Context: an optimization exercise on an open-source flow, tuned for a short achievable clock period and few clock cycles. The choices shown serve that exercise and are no tape-out recipe.
In this exercise RTL edits were held to simulation tests only and were not proved equivalent to the original.
Power and IR drop assume default switching activity.

==> design/flow/design.v <==
`timescale 1ns/1ns
module MIPS_Multi(clk, rst, Memory_out, MemWrite, MemRead, Adr, B_out);
	input clk, rst;
	input [31:0] Memory_out;
	output MemWrite, MemRead;
	output [31:0] Adr, B_out;
	reg [31:0] R [0:15];
	reg fZ, fN, fV;
	reg [31:0] adr_q;      
	reg [31:0] adr_n;      
	reg [31:0] bo_q;
	reg        rd_q, wr_q;
	assign Adr = adr_q;
	assign MemRead = rd_q;
	assign MemWrite = wr_q;
	assign B_out = bo_q;
	wire [31:0] adr = ~adr_n;
	reg        mp;         
	reg        mload;      
	reg        mstore;     
	reg [3:0]  mrd;        
	reg        stl;        
	reg        big;        
	reg        bigl;       
	reg [31:0] blm;        
	reg        halted;     
	reg        ev;         
	reg [31:0] ir;
	reg [31:0] pce;        
	reg [31:0] fpce;       
	reg [31:0] btgt;       
	reg        pt;         
	reg        c_small;    
	reg [31:0] opX;        
	reg [31:0] opY;        
	reg [31:0] opA;        
	reg [31:0] opM;        
	reg [31:0] opB;        
	reg [31:0] opD;        
	reg [31:0] res_q;      
	reg        wb_en;      
	reg [3:0]  wb_a;
	reg        c_dti, c_dpi, c_bi, c_inv, c_arith, c_add, c_logic_res, c_sub, c_zx, c_mov;
	function [31:0] ext12(input [11:0] x);
		ext12 = {19'd0, x[11], x};
	endfunction
	function condf(input [1:0] c, input z, input n, input v);
		condf = (c == 2'b00) ? z :
		        (c == 2'b01) ? (~z & (n == v)) :
		        (c == 2'b10) ? (n != v) : 1'b1;
	endfunction
	function zsum(input [31:0] a, input [31:0] b, input ci);
		zsum = ((a[0] ^ b[0]) == ci) & ((a[31:1] ^ b[31:1]) == (a[30:0] | b[30:0]));
	endfunction
	wire idle  = mp | stl | big;
	wire cond  = condf(ir[31:30], fZ, fN, fV);
	wire ex    = ev & ~idle & cond;
	wire e_dp  = ex & c_dpi;
	wire e_mem = ex & c_dti;
	wire e_bl  = ex & c_bi & ir[26];
	wire e_bls = e_bl & c_small;
	wire e_big = ex & c_bi & ~(ir[26] ? c_small : pt);
	wire e_inv = ex & c_inv;
	wire e_miss = ev & ~idle & c_bi & ~ir[26] & pt & ~cond;
	wire [31:0] sum1, sum2;
	add32c4 u_sum1(.a(opX), .b(opY), .ci(c_sub), .s(sum1));
	add32 u_sum2(.a(opA), .b(opM), .ci(1'b0), .s(sum2));
	wire z1 = zsum(opX, opY, c_sub);
	wire z2 = zsum(opA, opM, 1'b0);
	wire y31 = c_add ? opB[31] : (opB[31] ^ (opB[30:0] != 31'd0));
	wire v1 = (opX[31] & y31 & ~sum1[31]) | (~opX[31] & ~y31 & sum1[31]);
	wire [31:0] lres = c_mov ? opB : (opA & opB);
	wire [31:0] eres = c_logic_res ? lres : sum1;
	wire [31:0] e_tgt, bl_tgt, big_tgt;
	add32 u_etgt(.a(pce), .b({{6{ir[25]}}, ir[25:0]}), .ci(1'b1), .s(e_tgt));
	add32c4 u_bltgt(.a(btgt), .b(opM), .ci(1'b0), .s(bl_tgt));
	add32 u_bigtgt(.a(btgt), .b(blm), .ci(1'b0), .s(big_tgt));
	wire        we = mp ? mload : (e_dp | e_bl);
	wire [3:0]  wa = mp ? mrd : (e_bl ? 4'd15 : ir[15:12]);
	wire [31:0] wd = mp ? Memory_out : (e_bl ? pce : eres);
	wire [31:0] wf = Memory_out;
	wire keep = ~idle & ~halted & ~e_miss & ~e_bl & ~e_big & ~e_inv;
	wire f_small = (wf[25:7] == 19'd0) | (wf[25:7] == 19'h7ffff);
	wire f_bnl = (wf[29:27] == 3'b101) & ~wf[26] & f_small;
	wire f_pt = f_bnl & ((wf[31:30] == 2'b11) | e_dp | condf(wf[31:30], fZ, fN, fV));
	wire [31:0] f_seq = adr + 32'd1;
	wire [31:0] f_tgt;
	tgt8 u_tgt(.adr(adr), .off(wf[7:0]), .tgt(f_tgt));
	wire [511:0] rfv = {R[15], R[14], R[13], R[12], R[11], R[10], R[9], R[8],
	                    R[7], R[6], R[5], R[4], R[3], R[2], R[1], R[0]};
	wire [191:0] p_n;
	wire [9:0] dec_f;
	opsi u_ops(.w(wf), .rf(rfv), .b_en(wb_en), .b_a(wb_a), .b_d(res_q), .ops(p_n), .dc(dec_f));
	wire        h_en = mp ? mload : wb_en;
	wire [3:0]  h_a = mp ? mrd : wb_a;
	wire [31:0] h_d = mp ? Memory_out : res_q;
	wire h_hita = h_en & (h_a == ir[19:16]);
	wire h_hitm = h_en & (h_a == ir[3:0]);
	wire h_hitb = h_hitm & c_dpi & ~ir[23];
	wire h_hitd = h_en & (h_a == ir[15:12]);
	wire [31:0] h_a_new = h_hita ? h_d : opA;
	wire [31:0] h_b_new = h_hitb ? h_d : opB;
	wire [3:0] e_rd = ir[15:12];
	wire f_dti = (wf[29:21] == 9'b010000000);
	wire f_dpi = (wf[29:24] == 6'd0);
	wire f_logic = (wf[22:20] == 3'd3) | (wf[22:20] == 3'd4) | (wf[22:20] == 3'd5) | (wf[22:20] == 3'd7);
	wire f_dep = e_dp & (((e_rd == wf[19:16]) & (f_dti | f_dpi)) |
	                     ((e_rd == wf[3:0]) & ((f_dpi & (~wf[23] | f_logic)) | ((wf[29:27] == 3'b101) & wf[26]))) |
	                     ((e_rd == wf[15:12]) & f_dti & wf[20]));
	wire m_hit = mstore & (adr == pce);
	wire a_oth = e_mem | e_miss | e_bls;
	wire [31:0] a_o = e_mem ? sum1 : (e_miss ? fpce : bl_tgt);
	wire [31:0] a_early = rst ? 32'd0 :
	                      mp ? (m_hit ? pce : (pt ? btgt : fpce)) :
	                      stl ? adr :
	                      big ? btgt :
	                      e_miss ? fpce : f_seq;
	wire plain = ~rst & ~mp & ~stl & ~big;
	wire use_sum1 = plain & e_mem;
	wire use_bl = plain & e_bls;
	wire use_tgt = plain & ~a_oth & f_pt;
	wire use_early = ~use_sum1 & ~use_bl;
	wire [31:0] a_rest = (sum1 & {32{use_sum1}}) | (bl_tgt & {32{use_bl}}) | (a_early & {32{use_early}});
	wire [31:0] a_nxt = use_tgt ? f_tgt : a_rest;
	wire use_sum = ~mp & ~e_bl & ~c_logic_res;
	wire [31:0] r_oth = mp ? Memory_out : (e_bl ? pce : lres);
	wire [31:0] r_nxt = (sum1 & {32{use_sum}}) | (r_oth & {32{~use_sum}});
	always @(posedge clk) begin
		adr_q <= a_nxt;
		adr_n <= ~a_nxt;
		res_q <= r_nxt;
		bo_q <= opD;
		blm <= opM;
		if (mp | stl) begin
			if (h_hita) opA <= h_d;
			if (h_hitm) opM <= h_d;
			if (h_hitb) opB <= h_d;
			if (h_hitd) opD <= h_d;
		end else
			{opA, opM, opB, opD} <= p_n[127:0];
		opX <= (mp | stl) ? (c_zx ? 32'd0 : h_a_new) : p_n[191:160];
		opY <= (mp | stl) ? (c_sub ? ~h_b_new : h_b_new) : p_n[159:128];
		if (!mp && !stl && !big) begin
			ir <= wf;
			pce <= adr;
			fpce <= f_seq;
			btgt <= f_tgt;
		end
		if (e_big) btgt <= e_tgt;
		if (big && bigl) btgt <= big_tgt;
	end
	integer k;
	always @(posedge clk) begin
		if (rst) begin
			for (k = 0; k < 16; k = k + 1) R[k] <= 32'd0;
			fZ <= 1'b0; fN <= 1'b0; fV <= 1'b0;
			rd_q <= 1'b1; wr_q <= 1'b0;
			mp <= 1'b0; mload <= 1'b0; mstore <= 1'b0; mrd <= 4'd0;
			stl <= 1'b0; big <= 1'b0; bigl <= 1'b0; halted <= 1'b0;
			ev <= 1'b0; pt <= 1'b0; c_small <= 1'b0;
			wb_en <= 1'b0; wb_a <= 4'd0;
			{c_dti, c_dpi, c_bi, c_inv, c_arith, c_add, c_logic_res, c_sub, c_zx, c_mov} <= 10'd0;
		end else begin
			if (wb_en) R[wb_a] <= res_q;
			wb_en <= we;
			wb_a <= wa;
			if (e_dp) begin
				if (c_arith) begin
					fZ <= z1; fN <= sum1[31]; fV <= v1;
				end else begin
					fZ <= z2; fN <= sum2[31];
				end
			end
			if (e_inv) halted <= 1'b1;
			mp <= e_mem;
			mload <= e_mem & ~ir[20];
			mstore <= e_mem & ir[20];
			mrd <= ir[15:12];
			wr_q <= e_mem & ir[20];
			rd_q <= ~(e_mem & ir[20]) & ~e_inv & ~halted;
			stl <= keep & f_dep;
			big <= e_big | (big & bigl);
			bigl <= e_big & ir[26];
			if (!mp && !stl && !big) begin
				{c_dti, c_dpi, c_bi, c_inv, c_arith, c_add, c_logic_res, c_sub, c_zx, c_mov} <= dec_f;
				pt <= f_pt;
				c_small <= f_small;
			end
			if (mp) begin
				if (m_hit) ev <= 1'b0;    
			end else if (big)
				ev <= 1'b0;
			else if (!stl)
				ev <= keep;
		end
	end
endmodule
module add32(a, b, ci, s);
	input [31:0] a, b;
	input ci;
	output [31:0] s;
	function [31:0] ksadd(input [31:0] a, input [31:0] b, input ci);
		reg [31:0] g, p, gg, pp, gn, pn, c;
		integer i, s;
		begin
			g = a & b;
			p = a ^ b;
			gg = g; pp = p;
			for (i = 1; i < 32; i = i + 1) begin
				gg[i] = g[i] | ((p[i] & a[i - 1]) & b[i - 1]);
				pp[i] = p[i] & p[i - 1];
			end
			for (s = 2; s < 32; s = s * 2) begin
				gn = gg; pn = pp;
				for (i = s; i < 32; i = i + 1) begin
					gn[i] = gg[i] | (pp[i] & gg[i - s]);
					pn[i] = pp[i] & pp[i - s];
				end
				gg = gn; pp = pn;
			end
			c = {gg[30:0] | (pp[30:0] & {31{ci}}), ci};
			ksadd = p ^ c;
		end
	endfunction
	assign s = ksadd(a, b, ci);
endmodule
module add32cs(a, b, ci, s);
	input [31:0] a, b;
	input ci;
	output [31:0] s;
	wire [16:0] lo, h0, h1;
	add16 u_lo(.a(a[15:0]), .b(b[15:0]), .ci(ci), .s(lo));
	add16 u_h0(.a(a[31:16]), .b(b[31:16]), .ci(1'b0), .s(h0));
	add16 u_h1(.a(a[31:16]), .b(b[31:16]), .ci(1'b1), .s(h1));
	assign s = {lo[16] ? h1[15:0] : h0[15:0], lo[15:0]};
endmodule
module add32c4(a, b, ci, s);
	input [31:0] a, b;
	input ci;
	output [31:0] s;
	wire [8:0] b0, b10, b11, b20, b21, b30, b31;
	add8c u_b0(.a(a[7:0]), .b(b[7:0]), .ci(ci), .s(b0));
	add8c u_b10(.a(a[15:8]), .b(b[15:8]), .ci(1'b0), .s(b10));
	add8c u_b11(.a(a[15:8]), .b(b[15:8]), .ci(1'b1), .s(b11));
	add8c u_b20(.a(a[23:16]), .b(b[23:16]), .ci(1'b0), .s(b20));
	add8c u_b21(.a(a[23:16]), .b(b[23:16]), .ci(1'b1), .s(b21));
	add8c u_b30(.a(a[31:24]), .b(b[31:24]), .ci(1'b0), .s(b30));
	add8c u_b31(.a(a[31:24]), .b(b[31:24]), .ci(1'b1), .s(b31));
	wire c8 = b0[8];
	wire c16 = b10[8] | (b11[8] & c8);
	wire c24 = b20[8] | (b21[8] & b10[8]) | (b21[8] & b11[8] & c8);
	assign s = {c24 ? b31[7:0] : b30[7:0], c16 ? b21[7:0] : b20[7:0],
	            c8 ? b11[7:0] : b10[7:0], b0[7:0]};
endmodule
module add8c(a, b, ci, s);
	input [7:0] a, b;
	input ci;
	output [8:0] s;
	reg [7:0] g, p, gg, pp, gn, pn, c;
	reg co;
	integer i, k;
	always @(*) begin
		g = a & b;
		p = a ^ b;
		gg = g; pp = p;
		for (i = 1; i < 8; i = i + 1) begin
			gg[i] = g[i] | ((p[i] & a[i - 1]) & b[i - 1]);
			pp[i] = p[i] & p[i - 1];
		end
		for (k = 2; k < 8; k = k * 2) begin
			gn = gg; pn = pp;
			for (i = k; i < 8; i = i + 1) begin
				gn[i] = gg[i] | (pp[i] & gg[i - k]);
				pn[i] = pp[i] & pp[i - k];
			end
			gg = gn; pp = pn;
		end
		c = {gg[6:0] | (pp[6:0] & {7{ci}}), ci};
		co = gg[7] | (pp[7] & ci);
	end
	assign s = {co, p ^ c};
endmodule
module add16(a, b, ci, s);
	input [15:0] a, b;
	input ci;
	output [16:0] s;
	reg [15:0] g, p, gg, pp, gn, pn, c;
	reg co;
	integer i, k;
	always @(*) begin
		g = a & b;
		p = a ^ b;
		gg = g; pp = p;
		for (i = 1; i < 16; i = i + 1) begin
			gg[i] = g[i] | ((p[i] & a[i - 1]) & b[i - 1]);
			pp[i] = p[i] & p[i - 1];
		end
		for (k = 2; k < 16; k = k * 2) begin
			gn = gg; pn = pp;
			for (i = k; i < 16; i = i + 1) begin
				gn[i] = gg[i] | (pp[i] & gg[i - k]);
				pn[i] = pp[i] & pp[i - k];
			end
			gg = gn; pp = pn;
		end
		c = {gg[14:0] | (pp[14:0] & {15{ci}}), ci};
		co = gg[15] | (pp[15] & ci);
	end
	assign s = {co, p ^ c};
endmodule
module tgt8(adr, off, tgt);
	input [31:0] adr;
	input [7:0] off;
	output [31:0] tgt;
	function [8:0] add8(input [7:0] a, input [7:0] b);
		reg [7:0] g, p, gn, pn;
		integer i, s;
		begin
			g = a & b;
			p = a ^ b;
			for (s = 1; s < 8; s = s * 2) begin
				gn = g; pn = p;
				for (i = s; i < 8; i = i + 1) begin
					gn[i] = g[i] | (p[i] & g[i - s]);
					pn[i] = p[i] & p[i - s];
				end
				g = gn; p = pn;
			end
			add8 = {g[7] | p[7], (a ^ b) ^ {g[6:0] | p[6:0], 1'b1}};
		end
	endfunction
	wire [8:0] lo = add8(adr[7:0], off);
	wire [23:0] hi0 = adr[31:8];
	wire [23:0] hip = adr[31:8] + 24'd1;
	wire [23:0] him = adr[31:8] - 24'd1;
	wire [23:0] hi_c1 = off[7] ? hi0 : hip;
	wire [23:0] hi_c0 = off[7] ? him : hi0;
	assign tgt = {lo[8] ? hi_c1 : hi_c0, lo[7:0]};
endmodule
module opsi(w, rf, b_en, b_a, b_d, ops, dc);
	input [31:0] w;
	input [511:0] rf;
	input b_en;
	input [3:0] b_a;
	input [31:0] b_d;
	output [191:0] ops;
	output [9:0] dc;
	function [31:0] ext12(input [11:0] x);
		ext12 = {19'd0, x[11], x};
	endfunction
	function [9:0] dec(input [31:0] w);
		reg [2:0] op;
		reg dpi, dti, bi, neg, sub, ar;
		begin
			op = w[22:20];
			dti = (w[29:21] == 9'b010000000);
			dpi = (w[29:24] == 6'd0);
			bi = (w[29:27] == 3'b101);
			neg = (op == 3'd4);
			sub = (op == 3'd1) | (op == 3'd2) | (op == 3'd6) | neg;
			ar = (op == 3'd0) | (op == 3'd1) | (op == 3'd2) | (op == 3'd6);
			dec = {dti, dpi, bi, ~dti & ~dpi & ~bi, ar, op == 3'd0,
			       dpi & ~ar & ~neg, dpi & sub, dpi & neg, op == 3'd7};
		end
	endfunction
	function [191:0] prep(input [31:0] w, input [31:0] a, input [31:0] m, input [31:0] d);
		reg [9:0] dc;
		reg [31:0] b;
		begin
			dc = dec(w);
			b = ((w[29:24] == 6'd0) && !w[23]) ? m : ext12(w[11:0]);
			prep = {dc[1] ? 32'd0 : a, dc[2] ? ~b : b, a, m, b, d};
		end
	endfunction
	function [31:0] rd(input [3:0] idx);
		rd = (b_en && b_a == idx) ? b_d : rf[idx * 32 +: 32];
	endfunction
	assign ops = prep(w, rd(w[19:16]), rd(w[3:0]), rd(w[15:12]));
	assign dc = dec(w);
endmodule
==> design/flow/run.sh <==
#!/bin/bash
# synth_recipe.tcl (not shown) runs the flow's synth.tcl, then flattens the netlist and writes it again
# the make line also repeats each setting of config.mk as NAME=value (left out here)
make -C /OpenROAD-flow-scripts/flow DESIGN_CONFIG=/design/flow/config.mk WORK_HOME=/design/flow/orfs CLKGATE_MAP_FILE= SYNTH_SCRIPT=/design/flow/synth_recipe.tcl finish
==> design/flow/config.mk <==
export PLATFORM = sky130hd
export DESIGN_NAME = MIPS_Multi
export DESIGN_NICKNAME = MIPS_Multi
export VERILOG_FILES = /design/flow/design.v
export SDC_FILE = /design/flow/constraint.sdc
export NUM_CORES = 4
export LEC_CHECK = 0
export ABC_CLOCK_PERIOD_IN_PS = 1500
export CAP_MARGIN = 20
export CORE_MARGIN = 2
export CORE_UTILIZATION = 35
export PLACE_DENSITY = 0.55
export SETUP_SLACK_MARGIN = 4.4
export SLEW_MARGIN = 20
export SYNTH_HIERARCHICAL = 1
export SYNTH_MINIMUM_KEEP_SIZE = 0
==> design/flow/constraint.sdc <==
create_clock -name core_clock -period 7.5 [get_ports {clk}]
set_input_delay 1.5000 -clock core_clock [delete_from_list [all_inputs] [get_ports {clk}]]
set_output_delay 1.5000 -clock core_clock [all_outputs]
set_load 0.01 [all_outputs]
==> results of run 1 <==
cell type report:
type / count / area [um2]
inverter: 253 / 987
timing repair inverter: 2 / 17.5
clock buffer: 160 / 3340
timing repair buffer: 467 / 5310
multi-input combinational: 4824 / 42500
sequential: 1022 / 27500
antenna: 8 / 20.0
tap: 2672 / 3340
fill: 18948 / 118000
clock inverter: 67 / 893
metal layers:
layer	wire (um)	part of all wire (%)	GRT usage, %
met5	61	0.020	0
met4	21100	7.0	16.5
met3	29800	9.9	5.11
met2	136000	45	44.1
met1	114000	38	35.7
worst max-delay path: cells and delay by family, from the launching register on:
family / cells / cell delay [ns]
AOI/OAI and AO/OA: 8 / 1.69
adders and majority gates: 1 / 0.27
buffers and inverters: 2 / 0.33
DFF: 1 / 0.43
muxes: 1 / 0.30
sequential cells by signal, summed over array words and instances (netlist names), 4 cells and up:
name / cells
opA: 32
res_q: 32
btgt: 32
adr_q: 32
pce: 32
wb_a: 4
opX: 32
fpce: 32
adr_n: 32
opM: 32
opB: 32
R: 512
opD: 32
ir: 29
bo_q: 32
blm: 32
mrd: 4
opY: 32
worst paths after layout:
kind | endpoint | start | depth (start not counted) | slack (ns)
worst max-delay path | adr_q[28] | opM[10] | 12 | 4.30
worst min-delay path | bo_q[21] | opD[21] | 0 | 0.34
worst max register to register | adr_q[28] | opM[10] | 12 | 4.30
worst min register to register | bo_q[21] | opD[21] | 0 | 0.34
timing repair:
item,in CTS,in global routing
gates cloned,38,17
gates resized for setup,391,184
pin swaps,57,50
buffers inserted,113,104
endpoints found under the setup margin,868,401
hold endpoints to repair,0,0
power breakdown:
group          internal [mW]  switching (mW)  total, mW  leakage, nW
Clock                   3.75            2.65       6.40         2.07
Combinational           1.84            2.49       4.33         20.3
Sequential              6.37           0.731       7.10         10.1
Total                   12.0            5.87       17.8         32.5
==> impl_metrics.csv, run 1 <==
group,metric,value,unit
cts,cts_tree,"built",
cts,cts_root_buffer,"clkbuf_16",
worst_setup_path,cp.arrival,3.85,ns
routing,post_drt_wl_per_cell,31.8,um
finish,final_cell_mix,"701 x edfxtp_1, 622 x nand2_1, 534 x and2_1",
finish,synthToLayoutAreaGrowth,18.0,%
timing,fin_crit,3.20,ns
worst_setup_path,critPathLaunchType,"flop",
timing,finalSetupViolations,0,
finish,nets,7018,
cts,clock_latency,0.80,ns
timing,slew_headroom,17.4,%
place,placed_cells,8968,
cts,clk_pin_slew_worst_paths,0.06,ns
place,dpl_cell_area,74800,um2
global_route,grt_pass1_wl,416,mm
power_and_ir_drop,power,17.8,mW
finish,final_common_cell,"edfxtp_1",
routing,first_pass_iters,6,
status,status,"no timing/DRC/antenna violations",
timing,tns,0,ns
global_route,grt_max_degree,94,
logic_synthesis,yosys_warnings,11,
floorplan,rows,165,
worst_setup_path,max_stage_delay,0.43,ns
run,maxCapViolCount,0,
cts,clock-sinks,1022,
global_route,grt_overflow,0,
finish,fin_util,41.5,%
floorplan,dieArea,207000,um2
floorplan,core,202000,um2
worst_setup_path,crit_path_end_kind,"flop",
floorplan,die_w,455,um
timing,rsz0062_at_grt,"yes",
routing,drcViolationCount,0,
floorplan,dieHeight,455,um
cts,clockBufferDepth,3,
worst_setup_path,crit_type,"reg -> reg",
timing,fmax,0.313,GHz
routing,drt-total-wl,301,mm
timing,fin_crit_sh,42.6,%
power_and_ir_drop,ir_drop,0.203,mV
global_route,grt_pass1_vias,56418,
floorplan,start_util,35.2,%
timing,fin_ws,4.30,ns
timing,holdWs,0.340,ns
hold_path,hp-class,"reg -> reg",
timing,worstMarginPinSlew,1.23,ns
routing,vias,58491,
place,hpwl,189,mm
global_route,antenna_found_initial,24,
place,io_buffers,99,
finish,final_design_area_no_fill,83900,um2
cts,cts_buffers,119,
logic_synthesis,syn_area,71100,um2
place,gp_congestion,0.923,
finish,stdcell_count,9475,
timing,finalHoldViolations,0,
global_route,grt_usage,27.9,%
power_and_ir_drop,powerDensity,213,nW/um2
logic_synthesis,synthCells,6531,
worst_setup_path,critical_path.cell_chain,"buf_8 -> ha_4 -> a22o_4 -> a21oi_4 -> a21oi_2 -> o221a_4 -> a21o_4 -> a21oi_4 -> buf_6 -> mux2_4 -> a22o_4 -> a221o_1",
worst_setup_path,critPathMaxFanout,5,
routing,via_per_inst,6.17,
power_and_ir_drop,p_leak,32.5,nW
timing,fin_worst_skew,0.0560,ns
finish,drive_gt1_share,22.9,%
routing,drt_iter0_drc,7347,
cts,cts.htree.levels,3,
logic_synthesis,synth.avg_cell_area,10.9,um2
place,pre_cts_ws,2.15,ns
routing,ant_nets,0,
cts,ctsHoldBuffers,0,
timing,maxSlewViolCount,0,
worst_setup_path,crit_slowest_cell,"edfxtp_1",
worst_setup_path,cp.required,8.15,ns
floorplan,boundaryPins,100,
Testbench counts, summed over its fixed seeds: cycles 99,136.
==> run 2, diff against run 1 <==
--- a/design/flow/design.v
+++ b/design/flow/design.v
@@ -60,7 +60,7 @@
 	wire e_bl  = ex & c_bi & ir[26];
 	wire e_bls = e_bl & c_small;
-	wire e_big = ex & c_bi & ~(ir[26] ? c_small : pt);
+	wire e_big = ex & c_bi & ~c_small;
 	wire e_inv = ex & c_inv;
-	wire e_miss = ev & ~idle & c_bi & ~ir[26] & pt & ~cond;
+	wire e_miss = ev & ~idle & c_bi & ~ir[26] & c_small & (cond != pt);
 	wire [31:0] sum1, sum2;
 	add32c4 u_sum1(.a(opX), .b(opY), .ci(c_sub), .s(sum1));
@@ -83,5 +83,7 @@
 	wire f_small = (wf[25:7] == 19'd0) | (wf[25:7] == 19'h7ffff);
 	wire f_bnl = (wf[29:27] == 3'b101) & ~wf[26] & f_small;
-	wire f_pt = f_bnl & ((wf[31:30] == 2'b11) | e_dp | condf(wf[31:30], fZ, fN, fV));
+	wire e_znext = c_arith ? z1 : z2;
+	wire f_guess = (wf[31:30] == 2'b00) ? e_znext : wf[25];
+	wire f_pt = f_bnl & ((wf[31:30] == 2'b11) | (e_dp ? f_guess : condf(wf[31:30], fZ, fN, fV)));
 	wire [31:0] f_seq = adr + 32'd1;
 	wire [31:0] f_tgt;
@@ -115,5 +117,5 @@
 	                      stl ? adr :
 	                      big ? btgt :
-	                      e_miss ? fpce : f_seq;
+	                      e_miss ? (cond ? btgt : fpce) : f_seq;
 	wire plain = ~rst & ~mp & ~stl & ~big;
 	wire use_sum1 = plain & e_mem;
==> run 2 against run 1 <==
Cell area increased by 2.5%; clock skew rose by 0.011 ns; non-clock buffer count up 124; sequential share of layout area down 0.78 points; still clean; clock-buffer cell count shrank 1; highest routed layer unchanged; core utilization increased by 0.94 points; global-route usage rose by 0.67 points; fmax shrank 9.1%; first-iteration DRC count is 11% higher.
==> impl_metrics.csv, run 2 <==
group,metric,value,unit
status,status,"no timing/DRC/antenna violations",
power_and_ir_drop,ir_drop,0.211,mV
routing,first_pass_iters,9,
worst_setup_path,critPathLaunchType,"input pin",
finish,stdcell_count,9672,
floorplan,start_util,35.3,%
routing,drt-total-wl,311,mm
power_and_ir_drop,power,17.8,mW
cts,clock_latency,0.82,ns
timing,finalSetupViolations,0,
global_route,antenna_found_initial,31,
worst_setup_path,critical_path.cell_chain,"buf_12 -> or4_4 -> nor4_4 -> and4_4 -> o21ai_4 -> a2111oi_4 -> o21ai_4 -> buf_12 -> buf_6 -> buf_12 -> buf_12 -> buf_16 -> nand3_4 -> o21ai_1",
worst_setup_path,critPathBufInv,6,
place,gp_congestion,0.989,
timing,slew_headroom,18.2,%
routing,routed.top_layer,"met5",
routing,ant_nets,0,
routing,routed-wl-met2,143,mm
routing,via_per_inst,6.25,
logic_synthesis,synth.avg_cell_area,10.8,um2
worst_setup_path,crit_family,"simple AND/OR/NAND/NOR gates",
power_and_ir_drop,powerDensity,207,nW/um2
finish,regMostFlops,"R",
routing,drcViolationCount,0,
global_route,grt_pass1_vias,57722,
timing,fin_crit,3.52,ns
routing,m1WireLength,116,mm
cts,clockBufferDepth,3,
worst_setup_path,crit_slowest_cell,"or4_4",
finish,synthToLayoutAreaGrowth,20.4,%
floorplan,core,203000,um2
global_route,grt_max_degree,99,
finish,nets,7208,
floorplan,boundaryPins,100,
logic_synthesis,syn_area,71400,um2
run,maxCapViolCount,0,
timing,fin_worst_skew,0.0672,ns
global_route,grt_usage,28.6,%
global_route,grt_pass1_wl,431,mm
logic_synthesis,yosys_warnings,11,
routing,wl_met3,31.4,mm
hold_path,hp-class,"reg -> reg",
cts,cts_buffers,118,
cts,cts_tree,"built",
worst_setup_path,crit_path_end_kind,"flop",
timing,finalHoldViolations,0,
cts,cts_root_buffer,"clkbuf_16",
floorplan,dieArea,208000,um2
timing,fin_crit_sh,46.9,%
place,hpwl,193,mm
finish,fin_util,42.5,%
worst_setup_path,cp.required,8.18,ns
worst_setup_path,critPathLaunch,"Memory_out[13]",
routing,vias,60487,
place,io_buffers,99,
finish,drive_gt1_share,25.4,%
worst_setup_path,critPathMaxFanout,17,
finish,largest_register_ffs,512,
routing,post_drt_wl_per_cell,32.1,um
timing,maxSlewViolCount,0,
finish,final_cell_mix,"701 x edfxtp_1, 605 x nand2_1, 534 x and2_1",
place,placed_cells,9044,
floorplan,dieHeight,456,um
hold_path,worstHoldStart,"opD[12]",
worst_setup_path,path_common_cell,"buf_12",
worst_setup_path,max_stage_delay,0.57,ns
floorplan,die_w,456,um
cts,clk_pin_slew_worst_paths,0.06,ns
floorplan,rows,165,
cts,clock-sinks,1022,
power_and_ir_drop,p_leak,33.3,nW
timing,worstMarginPinSlew,1.22,ns
timing,rsz0062_at_grt,"yes",
cts,cts.htree.levels,3,
timing,holdWs,0.342,ns
logic_synthesis,synthCells,6602,
finish,fillerInstances,18877,
routing,drt_iter0_drc,8190,
cts,ctsHoldBuffers,0,
finish,final_common_cell,"edfxtp_1",
worst_setup_path,rr_startpoint,"opY[19]",
global_route,grt_overflow,0,
timing,tns,0,ns
worst_setup_path,cp.arrival,4.19,ns
worst_setup_path,crit_type,"in -> reg",
timing,fmax,0.284,GHz
[run 2: cell type report]
cell class              count  area [um2]  area share (%)
multi-input cells        4894       43500            50.6
flip-flops and latches   1022       27500            32.0
repair buffers            591        6540            7.60
clock buffers             159        3340            3.89
well taps                2672        3340            3.89
inverters                 252         986            1.15
clock inverters            66         711           0.827
diodes                     16        40.0          0.0466
[run 2: timing repair]
action | 4_1_cts | 5_1_grt
buffers inserted | 227 | 108
gates resized for setup | 496 | 204
gates cloned | 38 | 14
endpoints found under the setup margin | 1022 | 801
pin swaps | 71 | 68
[run 2: worst paths after layout]
path,end,slack (ns),depth (start not counted)
worst max-delay path,adr_n[5],3.98,14
worst min-delay path,bo_q[12],0.34,0
worst max register to register,adr_n[5],3.99,15
worst min register to register,bo_q[12],0.34,0
[run 2: per-stage QoR]
stage                     setup WS, ns  cell area, um2
after floorplan                   3.60           72600
after global placement            2.61           75300
after detailed placement          2.54           75300
after CTS                         3.68           83900
after global routing              3.94           86000
final                             3.98           86000
[run 2: where the power goes]
part           leakage (nW)  switching (mW)  internal (mW)
sequential             10.1           0.680           6.37
clock                  1.98            2.67           3.48
combinational          21.2            2.65           1.92
total                  33.3            6.00           11.8
[run 2: layer usage]
| metal | up-vias | global-route usage (%) |
|---|---|---|
| met3 | 899 | 5.80 |
| li1 | 25502 | - |
| met5 | - | 0 |
| met1 | 30309 | 35.6 |
| met4 | 8 | 16.4 |
| met2 | 3769 | 46.2 |
Testbench counts of run 2, summed over its fixed seeds: cycles 98,786.

static timing again, ports no longer ideal:
In the flow no input, the clock included, has a driving cell. The finished layouts below were timed again as built, in two steps. Step 1 assumes that a clkbuf_16 drives the clock port and a buf_2 every other input. Step 2 adds t to the input delays and takes it off the output delays; t is the mean of the earliest and latest rising clock arrival at the registers after step 1. Input paths then give back, and output paths get back, about the clock's delay inside the block. Slacks: ideal ports / drivers / drivers and shift; pairs: ideal ports / drivers.
| run | shift t [ns] | setup slack, ns | clock arrival spread, ns | slew at the worst register clock pin (ns) |
|---|---|---|---|---|
| run 1 | 0.867 | 4.302 / 4.145 / 3.278 | 0.056 / 0.056 | 0.07 / 0.07 |
| run 2 | 0.875 | 3.983 / 3.968 / 3.093 | 0.068 / 0.068 | 0.07 / 0.07 |
After both steps setup and hold are still met in every run listed. For run 1, which loses most, drivers alone change the setup slack by -0.157 ns; drivers and shift together by -1.024 ns.
